Source: an optimization exercise on an open RTL-to-GDS flow (aim: small area). Production flows keep margins and buffers that such runs may drop. RTL that was checked went through simulation tests only; none was proved equivalent to the original.

## job 8895
## top_fft
module top_fft(clk
               ,rst_n
               ,ena_fft
               ,ena_mag
               ,data_rd_int_01
               ,data_rd_int_02
               ,data_rd_int_03
               ,data_rd_int_04
               ,data_rd_int_05
               ,data_rd_int_06
               ,data_w_real
               ,data_w_image
               ,wr_ena_int_01        
               ,wr_ena_int_02
               ,wr_ena_int_03
               ,wr_ena_int_04
               ,wr_ena_int_05
               ,wr_ena_int_06
               ,addr_mem_int_01
               ,addr_mem_int_02
               ,addr_mem_int_03
               ,addr_mem_int_04
               ,addr_mem_int_05
               ,addr_mem_int_06
               ,addr_input
               ,addr_w
               ,data_wr_int_01
               ,data_wr_int_02
               ,data_wr_int_03
               ,data_wr_int_04
               ,data_wr_int_05
               ,data_wr_int_06
               ,data_input
               ,stage_number
               ,max_point_fft
               ,max_point_fft_core
               );
==> flow/config.mk <==
export PLATFORM = sky130hd
export DESIGN_NAME = top_fft
export DESIGN_NICKNAME = top_fft
export VERILOG_FILES = /design/flow/design.v
export SDC_FILE = /design/flow/constraint.sdc
export NUM_CORES = 4
export LEC_CHECK = 0
export CAP_MARGIN = 20
export CORE_MARGIN = 2
export CORE_UTILIZATION = 30
export CTS_BUF_LIST = sky130_fd_sc_hd__clkbuf_4
export PLACE_DENSITY = 0.4
export SLEW_MARGIN = 20
==> flow/constraint.sdc <==
create_clock -name core_clock -period 30.0 [get_ports {clk}]
set_input_delay 6.0000 -clock core_clock [delete_from_list [all_inputs] [get_ports {clk}]]
set_output_delay 6.0000 -clock core_clock [all_outputs]
set_load 0.01 [all_outputs]
standard.sh (not shown) runs the stock make flow with config.mk's settings and CLKGATE_MAP_FILE= SYNTH_SCRIPT=/design/flow/synth_recipe.tcl, a recipe that flattens the netlist after the stock synthesis.
==> flow/flow/run.sh <==
#!/bin/bash
set -euo pipefail
bash standard.sh "BUFFER_PORTS_ARGS=-buffer_cell sky130_fd_sc_hd__buf_1" finish > layout.log 2>&1
What job 8529 does differently from job 8895 at the input level:
Settings: CTS_BUF_LIST: sky130_fd_sc_hd__clkbuf_4 -> unset.
==> flow/run.sh (new file) <==
#!/bin/bash
# synth_recipe.tcl (not shown) runs the flow's synth.tcl, then flattens the netlist and writes it again
# the make line also repeats each setting of config.mk as NAME=value (left out here)
make -C /OpenROAD-flow-scripts/flow DESIGN_CONFIG=/design/flow/config.mk WORK_HOME=/design/flow/orfs CLKGATE_MAP_FILE= SYNTH_SCRIPT=/design/flow/synth_recipe.tcl finish
removed: flow/flow/run.sh
removed: flow/standard.sh
--- outcome ---
Higher fraction of final layout cells with drive strength greater than 1 was reported by job 8895, not job 8529.
[job 8529 vs job 8895] via count of the routed design: lower in job 8529
Job 8529 completed; timing, DRC and antenna clean
Having completed the whole flow, job 8895 delivered a layout that passed the timing, design-rule and antenna checks.
From job 8529 to job 8895, maximum fanout along the worst path did not move at all.
Highest attainable clock frequency, job 8529 vs job 8895: down by a few percent


Another version of the RTL of top_fft (not shown whole).
For scale: ~4600 cells after synthesis, roughly 440 flip-flops, ~620 I/O pins, about 36000 µm² of cells after synthesis.
Design top_fft, start of the top module:
module top_fft(clk
               ,rst_n
               ,ena_fft
               ,ena_mag
               ,data_rd_int_01
               ,data_rd_int_02
               ,data_rd_int_03
               ,data_rd_int_04
               ,data_rd_int_05
               ,data_rd_int_06
               ,data_w_real
               ,data_w_image
               ,wr_ena_int_01        
               ,wr_ena_int_02
               ,wr_ena_int_03
               ,wr_ena_int_04
               ,wr_ena_int_05
               ,wr_ena_int_06
               ,addr_mem_int_01
               ,addr_mem_int_02
               ,addr_mem_int_03
               ,addr_mem_int_04
               ,addr_mem_int_05
               ,addr_mem_int_06
               ,addr_input
               ,addr_w
               ,data_wr_int_01
               ,data_wr_int_02
               ,data_wr_int_03
               ,data_wr_int_04
               ,data_wr_int_05
               ,data_wr_int_06
               ,data_input
  ...
export LEC_CHECK = 0
export ABC_AREA = 1
export CAP_MARGIN = 0
export CORE_MARGIN = 2
export CORE_UTILIZATION = 30
export CTS_BUF_LIST = sky130_fd_sc_hd__clkbuf_4
export PLACE_DENSITY = 0.4
export SLEW_MARGIN = 0
create_clock -name core_clock -period 30.0 [get_ports {clk}]
==> flow/flow/run.sh <==
#!/bin/bash
set -euo pipefail
bash standard.sh "BUFFER_PORTS_ARGS=-buffer_cell sky130_fd_sc_hd__buf_1" finish > layout.log 2>&1
Change:
CAP_MARGIN = 20   (was 0)
CORE_UTILIZATION = 50   (was 30)
CTS_BUF_LIST = sky130_fd_sc_hd__clkbuf_16   (was sky130_fd_sc_hd__clkbuf_4)
CTS_CLUSTER_DIAMETER = 80   (was unset)
CTS_CLUSTER_SIZE = 24   (was unset)
PLACE_DENSITY = 0.6   (was 0.4)
SLEW_MARGIN = 20   (was 0)
What happened: Wire length decreases by about 15%; count of clock-buffer cells in the layout decreases by 170; global-route usage rises by 9.2 points.


top_fft, a different RTL version from the one above (not shown whole).
Size in the first run: about 4200 cells after synthesis, roughly 620 I/O pins, ~39000 sq um of cells after synthesis.
Settings: LEC_CHECK=0, CAP_MARGIN=20, CORE_MARGIN=2, CORE_UTILIZATION=30, CTS_BUF_LIST=sky130_fd_sc_hd__clkbuf_4, PLACE_DENSITY=0.4, SLEW_MARGIN=20; clock period 30.0 ns.
Scripts as last shown in full above: flow/flow/run.sh
Then changed:
==> flow/run.sh (new file) <==
#!/bin/bash
# synth_recipe.tcl (not shown) runs the flow's synth.tcl, then flattens the netlist and writes it again
# the make line also repeats each setting of config.mk as NAME=value (left out here)
make -C /OpenROAD-flow-scripts/flow DESIGN_CONFIG=/design/flow/config.mk WORK_HOME=/design/flow/orfs CLKGATE_MAP_FILE= SYNTH_SCRIPT=/design/flow/synth_recipe.tcl finish
removed: flow/flow/run.sh
removed: flow/standard.sh
After rerunning: The changed run went through all stages and came out clean; count of clock-buffer cells in the layout rose by 10; core utilization rises by 3.0 points; wire length is higher by 2.8%; via count rose by 0.31%; first-iteration DRC count falls by 11%; global-route usage increases by 0.69 points; worst setup slack is worse by 570 ps; hold slack got worse by 8.5 ps.
No run of this note included a check of the RTL's function; only the layout flow was run.


Setup of build 93:
RTL: one of the versions met above, not the one the previous note started from.
Size: ~4600 cells after synthesis, ~620 I/O pins, about 36000 µm² of cells after synthesis.
==> flow/config.mk <==
export PLATFORM = sky130hd
export DESIGN_NAME = top_fft
export DESIGN_NICKNAME = top_fft
export VERILOG_FILES = /design/flow/design.v
export SDC_FILE = /design/flow/constraint.sdc
export NUM_CORES = 4
export LEC_CHECK = 0
export ABC_AREA = 1
export CAP_MARGIN = 20
export CORE_MARGIN = 2
export CORE_UTILIZATION = 30
export CTS_BUF_LIST = sky130_fd_sc_hd__clkbuf_16
export CTS_CLUSTER_DIAMETER = 80
export CTS_CLUSTER_SIZE = 24
export PLACE_DENSITY = 0.4
export SLEW_MARGIN = 20
==> flow/constraint.sdc <==
create_clock -name core_clock -period 30.0 [get_ports {clk}]
set_input_delay 6.0000 -clock core_clock [delete_from_list [all_inputs] [get_ports {clk}]]
set_output_delay 6.0000 -clock core_clock [all_outputs]
set_load 0.01 [all_outputs]
==> flow/flow/run.sh <==
#!/bin/bash
set -euo pipefail
bash standard.sh "BUFFER_PORTS_ARGS=-buffer_cell sky130_fd_sc_hd__buf_1" finish > layout.log 2>&1
Build 93: flow completed, timing, DRC and antenna clean
Input changes introduced in build 69 (baseline for comparison: build 93):
# build 93
export LEC_CHECK = 0
export ABC_AREA = 1
export CAP_MARGIN = 20
export CORE_MARGIN = 2
export CORE_UTILIZATION = 30
export CTS_BUF_LIST = sky130_fd_sc_hd__clkbuf_16
export CTS_CLUSTER_DIAMETER = 80
export CTS_CLUSTER_SIZE = 24
export PLACE_DENSITY = 0.4
export SLEW_MARGIN = 20
create_clock -name core_clock -period 30.0 [get_ports {clk}]
# build 69
export LEC_CHECK = 0
export ABC_AREA = 1
export CAP_MARGIN = 20
export CORE_MARGIN = 2
export CORE_UTILIZATION = 30
export CTS_BUF_LIST = sky130_fd_sc_hd__clkbuf_4
export PLACE_DENSITY = 0.4
export SLEW_MARGIN = 20
create_clock -name core_clock -period 30.0 [get_ports {clk}]
[summary]
Taking build 93 as the reference, in build 69 area overhead of the layout relative to synthesis picked up an extra 1.9 points, met2 global-route usage fell by 0.16 points, wire length on met1 grew by 260 µm.
For the data arrival time at the worst-slack endpoint, build 69 came in 200 ps higher than build 93 did.
The core utilization of build 69 exceeds that of build 93 by 0.59 points.
Summary: with build 93 as the reference, final-layout clock buffer total in build 69 moved up by more than 100%.
Comparing number of H-tree levels for build 69 and build 93, the bigger number came from build 69.
diff inputs: build 69 => build 42
# build 69
export LEC_CHECK = 0
export ABC_AREA = 1
export CAP_MARGIN = 20
export CORE_MARGIN = 2
export CORE_UTILIZATION = 30
export CTS_BUF_LIST = sky130_fd_sc_hd__clkbuf_4
export PLACE_DENSITY = 0.4
export SLEW_MARGIN = 20
create_clock -name core_clock -period 30.0 [get_ports {clk}]
# build 42
export LEC_CHECK = 0
export ABC_AREA = 1
export CAP_MARGIN = 20
export CORE_MARGIN = 2
export CORE_UTILIZATION = 30
export CTS_BUF_LIST = sky130_fd_sc_hd__clkbuf_4
export CTS_CLUSTER_DIAMETER = 50
export CTS_CLUSTER_SIZE = 10
export PLACE_DENSITY = 0.4
export SLEW_MARGIN = 20
create_clock -name core_clock -period 30.0 [get_ports {clk}]
--- outcome ---
Build 69 → build 42: portion of the clock cycle consumed by the worst path in the final layout was more or less identical; die footprint was more or less identical; average detailed-routed wire length per instance went up by about 0.7%; setup slack went down by 34 ps. In the metrics for build 69 and build 42, the one carrying the higher via count is build 69. The cell count of build 42 falls short of that of build 69 by 95.
The inputs of build 32 differ from those of build 42 as listed below.
# build 42
export LEC_CHECK = 0
export ABC_AREA = 1
export CAP_MARGIN = 20
export CORE_MARGIN = 2
export CORE_UTILIZATION = 30
export CTS_BUF_LIST = sky130_fd_sc_hd__clkbuf_4
export CTS_CLUSTER_DIAMETER = 50
export CTS_CLUSTER_SIZE = 10
export PLACE_DENSITY = 0.4
export SLEW_MARGIN = 20
create_clock -name core_clock -period 30.0 [get_ports {clk}]
# build 32
export LEC_CHECK = 0
export ABC_AREA = 1
export CAP_MARGIN = 20
export CORE_MARGIN = 2
export CORE_UTILIZATION = 30
export CTS_BUF_LIST = sky130_fd_sc_hd__clkbuf_8
export CTS_CLUSTER_DIAMETER = 60
export CTS_CLUSTER_SIZE = 14
export PLACE_DENSITY = 0.4
export SLEW_MARGIN = 20
create_clock -name core_clock -period 30.0 [get_ports {clk}]
## What came out
Build 32 went all the way through synthesis, placement and routing and the layout is clean on timing, DRC and antenna. Between build 32 and build 42, the register-to-register slack figures differ only marginally. Relative to build 42, final worst-path setup slack has gone down in build 32. There was hardly any difference in number of fill cells in the layout between build 32 and build 42. Fraction of met2 tracks used by global routing across build 42 and build 32: no real change. From build 42 to build 32 the numbers moved as follows: sequential share of cell area flat, via count essentially unchanged, tightest hold margin climbed 43 ps, filler-free cell count of the finished design lost 0.67%, ratio of final minimum period to clock period went up 0.47 points.

[static timing again, ports no longer ideal]
The results above use ideal ports. As a check the final layouts listed here were re-extracted and re-timed, cells and wires unchanged. Step 1 assumes that a clkbuf_16 drives the clock port and a buf_2 every other input. Step 2 times the ports against the registers' clock, not the clock port: input delays grow and output delays shrink by t, the midpoint of the rising clock arrivals with the driver on. Three values: ideal, step 1, step 2; two values: the first two.
run | shift t [ns] | setup WS [ns] | worst setup path at the end
job 8895 | 1.199 | 5.708 / 5.751 / 4.553 | input to register
job 8529 | 0.742 | 5.136 / 5.181 / 4.439 | input to register
the first run of note 2 | 1.014 | 5.000 / 5.038 / 4.023 | input to register
the second run of note 2 | 0.646 | 4.954 / 4.957 / 4.311 | input to register
the first run of note 3 | 1.051 | 4.941 / 4.988 / 3.937 | input to register
the second run of note 3 | 1.052 | 4.373 / 4.422 / 3.369 | input to register
build 93 | 0.707 | 5.041 / 5.083 / 4.376 | input to register
build 69 | 1.020 | 5.100 / 5.138 / 4.118 | input to register
build 42 | 0.927 | 5.066 / 5.105 / 4.178 | input to register
build 32 | 0.774 | 4.926 / 4.965 / 4.191 | input to register
After both steps setup and hold are still met in every run listed. The setup slack of job 8895, which loses most, moves by +0.043 ns with the drivers and by -1.155 ns with both steps.
